From an optimization exercise on the open Yosys and OpenROAD flow, aimed at small area; shortcuts taken in it are not production practice.
In this exercise RTL edits were held to simulation tests only and were not proved equivalent to the original.
The flow treats the clock pin as an ideal source, which a real chip does not have.
No activity file was given, so power comes from the tool's default toggle rates.

Setup of v6:
## Top_Module
module Top_Module(
    input clk,  
    input rst,  
    input sw,  
    input btnC,  
    input btnU,   
    input btnR,   
    output [3:0] an,
    output [6:0] seg,
    output [7:0] led  
    );
clock: 20.0 ns
lec_check: 0
cap_margin: 20
core_margin: 2
core_utilization: 70
place_density: 0.8
slew_margin: 20
standard.sh (not shown) runs the stock make flow with config.mk's settings and CLKGATE_MAP_FILE= SYNTH_SCRIPT=/design/flow/synth_recipe.tcl, a recipe that flattens the netlist after the stock synthesis.
==> flow/flow/run.sh <==
#!/bin/bash
# Own layout flow: the standard synthesis, its combinational logic re-mapped
# for area (flip-flops untouched, proven equal), then the standard layout with
# the smallest buffer on each port. Each tool's output goes to its own log here.
set -euo pipefail
W=$(pwd)
R=$W/orfs/results/$FLOW_PLATFORM/Top_Module/base
LIB=$FLOW_HOME/platforms/sky130hd/lib/sky130_fd_sc_hd__tt_025C_1v80.lib

bash standard.sh synth > $W/log_1_synth_standard.log 2>&1
cp $R/1_2_yosys.v $W/netlist_standard.v

sed -e "s#@LIB@#$LIB#g" -e "s#@IN@#$W/netlist_standard.v#" -e "s#@OUT@#$W/netlist_area.v#" \
    -e "s#@ABC@#$W/flow/area.abc#" -e "s#@STAT@#$W/netlist_area_stat.txt#" flow/resynth.ys > $W/resynth_run.ys
sed -e "s#@LIB@#$LIB#g" -e "s#@GOLD@#$W/netlist_standard.v#" -e "s#@GATE@#$W/netlist_area.v#" \
    flow/equiv.ys > $W/equiv_run.ys
if yosys -s $W/resynth_run.ys > $W/log_2_resynth.log 2>&1 && \
   yosys -s $W/equiv_run.ys > $W/log_3_equiv.log 2>&1; then
  echo "using the re-mapped netlist"
  cp $W/netlist_area.v $R/1_2_yosys.v
  rm -f $R/1_synth.odb
  bash standard.sh synth > $W/log_4_synth_odb.log 2>&1
else
  echo "re-mapping failed or not proven; keeping the standard netlist"
fi

CTS_ARGS=$(cat flow/cts_args.txt)
bash standard.sh "BUFFER_PORTS_ARGS=-buffer_cell sky130_fd_sc_hd__buf_1" "CTS_ARGS=$CTS_ARGS" finish > $W/log_5_layout.log 2>&1
==> flow/flow/cts_args.txt <==
-sink_clustering_enable -repair_clock_nets -dont_use_dummy_load -buf_list sky130_fd_sc_hd__clkbuf_16 -sink_clustering_size 60 -sink_clustering_max_diameter 500
Other scripts of this flow, unchanged in this note and not shown: flow/flow/area.abc, flow/flow/equiv.ys, flow/flow/resynth.ys
Input-level comparison between v7 and v6:
==> flow/flow/cts_args.txt <==
-sink_clustering_enable -repair_clock_nets -dont_use_dummy_load -buf_list sky130_fd_sc_hd__clkbuf_8
[summary]
- v7 against v6: relative area change from synthesis to final layout -2.8 points, setup slack +52 ps, number of maximum-capacitance constraint violations ~0 delta, final number of hold-violating endpoints ~0 delta.
- On reported leakage power, v6 loses to v7.
- The post-route clock period utilization of v7 is lower than that of v6.
- From v6 to v7 the numbers moved as follows: portion of total power attributed to combinational logic now sits higher, clock latency on the worst-skew pair now sits higher, combined global-route utilization of all metal layers now sits lower.
- Going from v6 to v7, first-pass GRT wire length went down; count of nets after finishing comparable.

* * *

Setup of ember:
Top_Module, a different RTL version from the one above (not shown whole).
Size: ~210 cells after synthesis, ~25 I/O pins.
==> flow/config.mk <==
export PLATFORM = sky130hd
export DESIGN_NAME = Top_Module
export DESIGN_NICKNAME = Top_Module
export VERILOG_FILES = /design/flow/design.v
export SDC_FILE = /design/flow/constraint.sdc
export NUM_CORES = 4
export LEC_CHECK = 0
export CAP_MARGIN = 20
export CORE_AREA = 2.3 2.72 59.8 59.84
export DIE_AREA = 0 0 62 62
export PLACE_DENSITY = 0.8
export SLEW_MARGIN = 20
==> flow/constraint.sdc <==
create_clock -name core_clock -period 20.0 [get_ports {clk}]
set_input_delay 4.0000 -clock core_clock [delete_from_list [all_inputs] [get_ports {clk}]]
set_output_delay 4.0000 -clock core_clock [all_outputs]
set_load 0.01 [all_outputs]
==> flow/flow/run.sh <==
#!/bin/bash
# Own layout flow: the standard synthesis, its combinational logic re-mapped
# for area (flip-flops untouched; eight ABC runs with different seeds and mapping settings, each
# proven equal to the standard netlist, the smallest kept), then the standard
# floorplan and placement with the smallest buffer on each port, a flat
# clock buffering (cts_manual.tcl) and the standard routing and finish.
# Each tool's output goes to its own log in this folder.
set -euo pipefail
W=$(pwd)
R=$W/orfs/results/$FLOW_PLATFORM/Top_Module/base
LIB=$FLOW_HOME/platforms/sky130hd/lib/sky130_fd_sc_hd__tt_025C_1v80.lib

bash standard.sh synth > $W/log_1_synth_standard.log 2>&1
cp $R/1_2_yosys.v $W/netlist_standard.v

remap() {
  local s=$1
  local seed=$(( (s - 1) % 4 + 1 ))
  local nf="-a -R 1000"
  if (( s > 4 )); then nf="-a -R 1000 -C 32 -F 8 -A 8 -p"; fi
  sed -e "s#@SEED@#$seed#" -e "s#@NF@#$nf#g" flow/area.abc > $W/area_$s.abc
  sed -e "s#@LIB@#$LIB#g" -e "s#@IN@#$W/netlist_standard.v#" -e "s#@OUT@#$W/netlist_area_$s.v#" \
      -e "s#@ABC@#$W/area_$s.abc#" -e "s#@STAT@#$W/netlist_area_stat_$s.txt#" flow/resynth.ys > $W/resynth_$s.ys
  sed -e "s#@LIB@#$LIB#g" -e "s#@GOLD@#$W/netlist_standard.v#" -e "s#@GATE@#$W/netlist_area_$s.v#" \
      flow/equiv.ys > $W/equiv_$s.ys
  if yosys -s $W/resynth_$s.ys > $W/log_2_resynth_$s.log 2>&1 && \
     yosys -s $W/equiv_$s.ys > $W/log_3_equiv_$s.log 2>&1; then
    grep "Chip area" $W/netlist_area_stat_$s.txt | awk '{print $NF}' > $W/area_ok_$s.txt
  fi
}
for s in 1 2 3 4; do remap $s & done
wait
for s in 5 6 7 8; do remap $s & done
wait

best=""; best_area=""
for s in 1 2 3 4 5 6 7 8; do
  if [[ -s $W/area_ok_$s.txt ]]; then
    a=$(cat $W/area_ok_$s.txt)
    echo "seed $s: area $a (proven equal)"
    if [[ -z $best ]] || awk -v a=$a -v b=$best_area 'BEGIN{exit !(a < b)}'; then best=$s; best_area=$a; fi
  else
    echo "seed $s: failed or not proven"
  fi
done
if [[ -n $best ]]; then
  echo "using the re-mapped netlist of seed $best ($best_area um2)"
  cp $W/netlist_area_$best.v $R/1_2_yosys.v
  rm -f $R/1_synth.odb
  bash standard.sh synth > $W/log_4_synth_odb.log 2>&1
else
  echo "keeping the standard netlist"
fi

bash standard.sh "BUFFER_PORTS_ARGS=-buffer_cell sky130_fd_sc_hd__buf_1" place > $W/log_5_place.log 2>&1
RESULTS=$R CLK_GROUPS=3 CLK_BUF=sky130_fd_sc_hd__clkbuf_8 \
  openroad -no_init -exit flow/cts_manual.tcl > $W/log_6_cts_manual.log 2>&1
bash standard.sh finish > $W/log_7_route_finish.log 2>&1
==> flow/flow/area.abc <==
strash
balance -l
resub -K 6 -l
rewrite -l
resub -K 6 -N 2 -l
refactor -l
resub -K 8 -l
balance -l
resub -K 8 -N 2 -l
rewrite -l
resub -K 10 -l
rewrite -z -l
resub -K 10 -N 2 -l
balance -l
resub -K 12 -l
refactor -z -l
resub -K 12 -N 2 -l
rewrite -z -l
balance -l
&get -n
&deepsyn -T 60 -S @SEED@
&put
&get -n
&dch -f
&nf @NF@
&put
strash
&get -n
&dch -f
&nf @NF@
&put
Other scripts of this flow, unchanged in this note and not shown: flow/flow/cts_manual.tcl, flow/flow/equiv.ys, flow/flow/resynth.ys
For xenon, these inputs were changed with respect to ember:
- changing CAP_MARGIN from 20 to 0
- changing SLEW_MARGIN from 20 to 0
diff --git a/flow/flow/run.sh b/flow/flow/run.sh
--- a/flow/flow/run.sh
+++ b/flow/flow/run.sh
@@ -1,5 +1,5 @@
 #!/bin/bash
 # Own layout flow: the standard synthesis, its combinational logic re-mapped
-# for area (flip-flops untouched; eight ABC runs with different seeds and mapping settings, each
+# for area (flip-flops untouched; twelve ABC runs with different seeds and mapping settings, each
 # proven equal to the standard netlist, the smallest kept), then the standard
 # floorplan and placement with the smallest buffer on each port, a flat
@@ -16,7 +16,7 @@
 remap() {
   local s=$1
-  local seed=$(( (s - 1) % 4 + 1 ))
+  local seed=$s
   local nf="-a -R 1000"
-  if (( s > 4 )); then nf="-a -R 1000 -C 32 -F 8 -A 8 -p"; fi
+  if (( s % 2 == 0 )); then nf="-a -R 1000 -C 32 -F 8 -A 8 -p"; fi
   sed -e "s#@SEED@#$seed#" -e "s#@NF@#$nf#g" flow/area.abc > $W/area_$s.abc
   sed -e "s#@LIB@#$LIB#g" -e "s#@IN@#$W/netlist_standard.v#" -e "s#@OUT@#$W/netlist_area_$s.v#" \
@@ -29,11 +29,12 @@
   fi
 }
-for s in 1 2 3 4; do remap $s & done
-wait
-for s in 5 6 7 8; do remap $s & done
-wait
+CANDIDATES="1 2 3 4 5 6 7 8 9 10 11 12"
+for batch in "1 2 3 4" "5 6 7 8" "9 10 11 12"; do
+  for s in $batch; do remap $s & done
+  wait
+done
 
 best=""; best_area=""
-for s in 1 2 3 4 5 6 7 8; do
+for s in $CANDIDATES; do
   if [[ -s $W/area_ok_$s.txt ]]; then
     a=$(cat $W/area_ok_$s.txt)
diff --git a/flow/flow/area.abc b/flow/flow/area.abc
--- a/flow/flow/area.abc
+++ b/flow/flow/area.abc
@@ -19,5 +19,5 @@
 balance -l
 &get -n
-&deepsyn -T 60 -S @SEED@
+&deepsyn -T 90 -S @SEED@
 &put
 &get -n
## What came out
Changes observed in xenon relative to ember: fmax fell about 13%; detailed-route wire length per cell rose 1.1 µm; total power fell about 0.4%; cell area about even. xenon vs ember, number of logic stages on the critical path including buffering went up by 1. In the metrics for ember and xenon, the one carrying the higher global-route wire length before repair is xenon.

## separate check: timing with driven ports
The flow's constraints put no driver on any port. The routed layouts listed below were extracted and timed again, unchanged, in two steps.
Step 1 assumes that a clkbuf_16 drives the clock port and a buf_2 every other input.
Step 2 adds t to the input delays and takes it off the output delays; t is the mean of the earliest and latest rising clock arrival at the registers after step 1. Input paths then give back, and output paths get back, about the clock's delay inside the block.
Slacks: no drivers / after step 1 / after step 2; pairs: no drivers / after step 1.
| run | shift t [ns] | slack for setup (ns) | worst hold slack (ns) | latest minus earliest clock arrival (ns) | slew at the worst register clock pin (ns) |
|---|---|---|---|---|---|
| v6 | 0.310 | 11.656 / 11.662 / 11.352 | 0.469 / 0.469 / 0.469 | 0.008 / 0.008 | 0.06 / 0.06 |
| v7 | 0.322 | 11.708 / 11.709 / 11.387 | 0.477 / 0.477 / 0.477 | 0.014 / 0.015 | 0.09 / 0.09 |
| ember | 0.196 | 14.204 / 14.220 / 14.025 | 0.484 / 0.484 / 0.484 | 0.003 / 0.003 | 0.10 / 0.10 |
| xenon | 0.198 | 13.337 / 13.357 / 13.159 | 0.483 / 0.483 / 0.483 | 0.006 / 0.006 | 0.10 / 0.10 |
After both steps every run listed still meets setup and hold. For v7, which loses most, drivers alone change the setup slack by +0.001 ns; drivers and shift together by -0.321 ns.
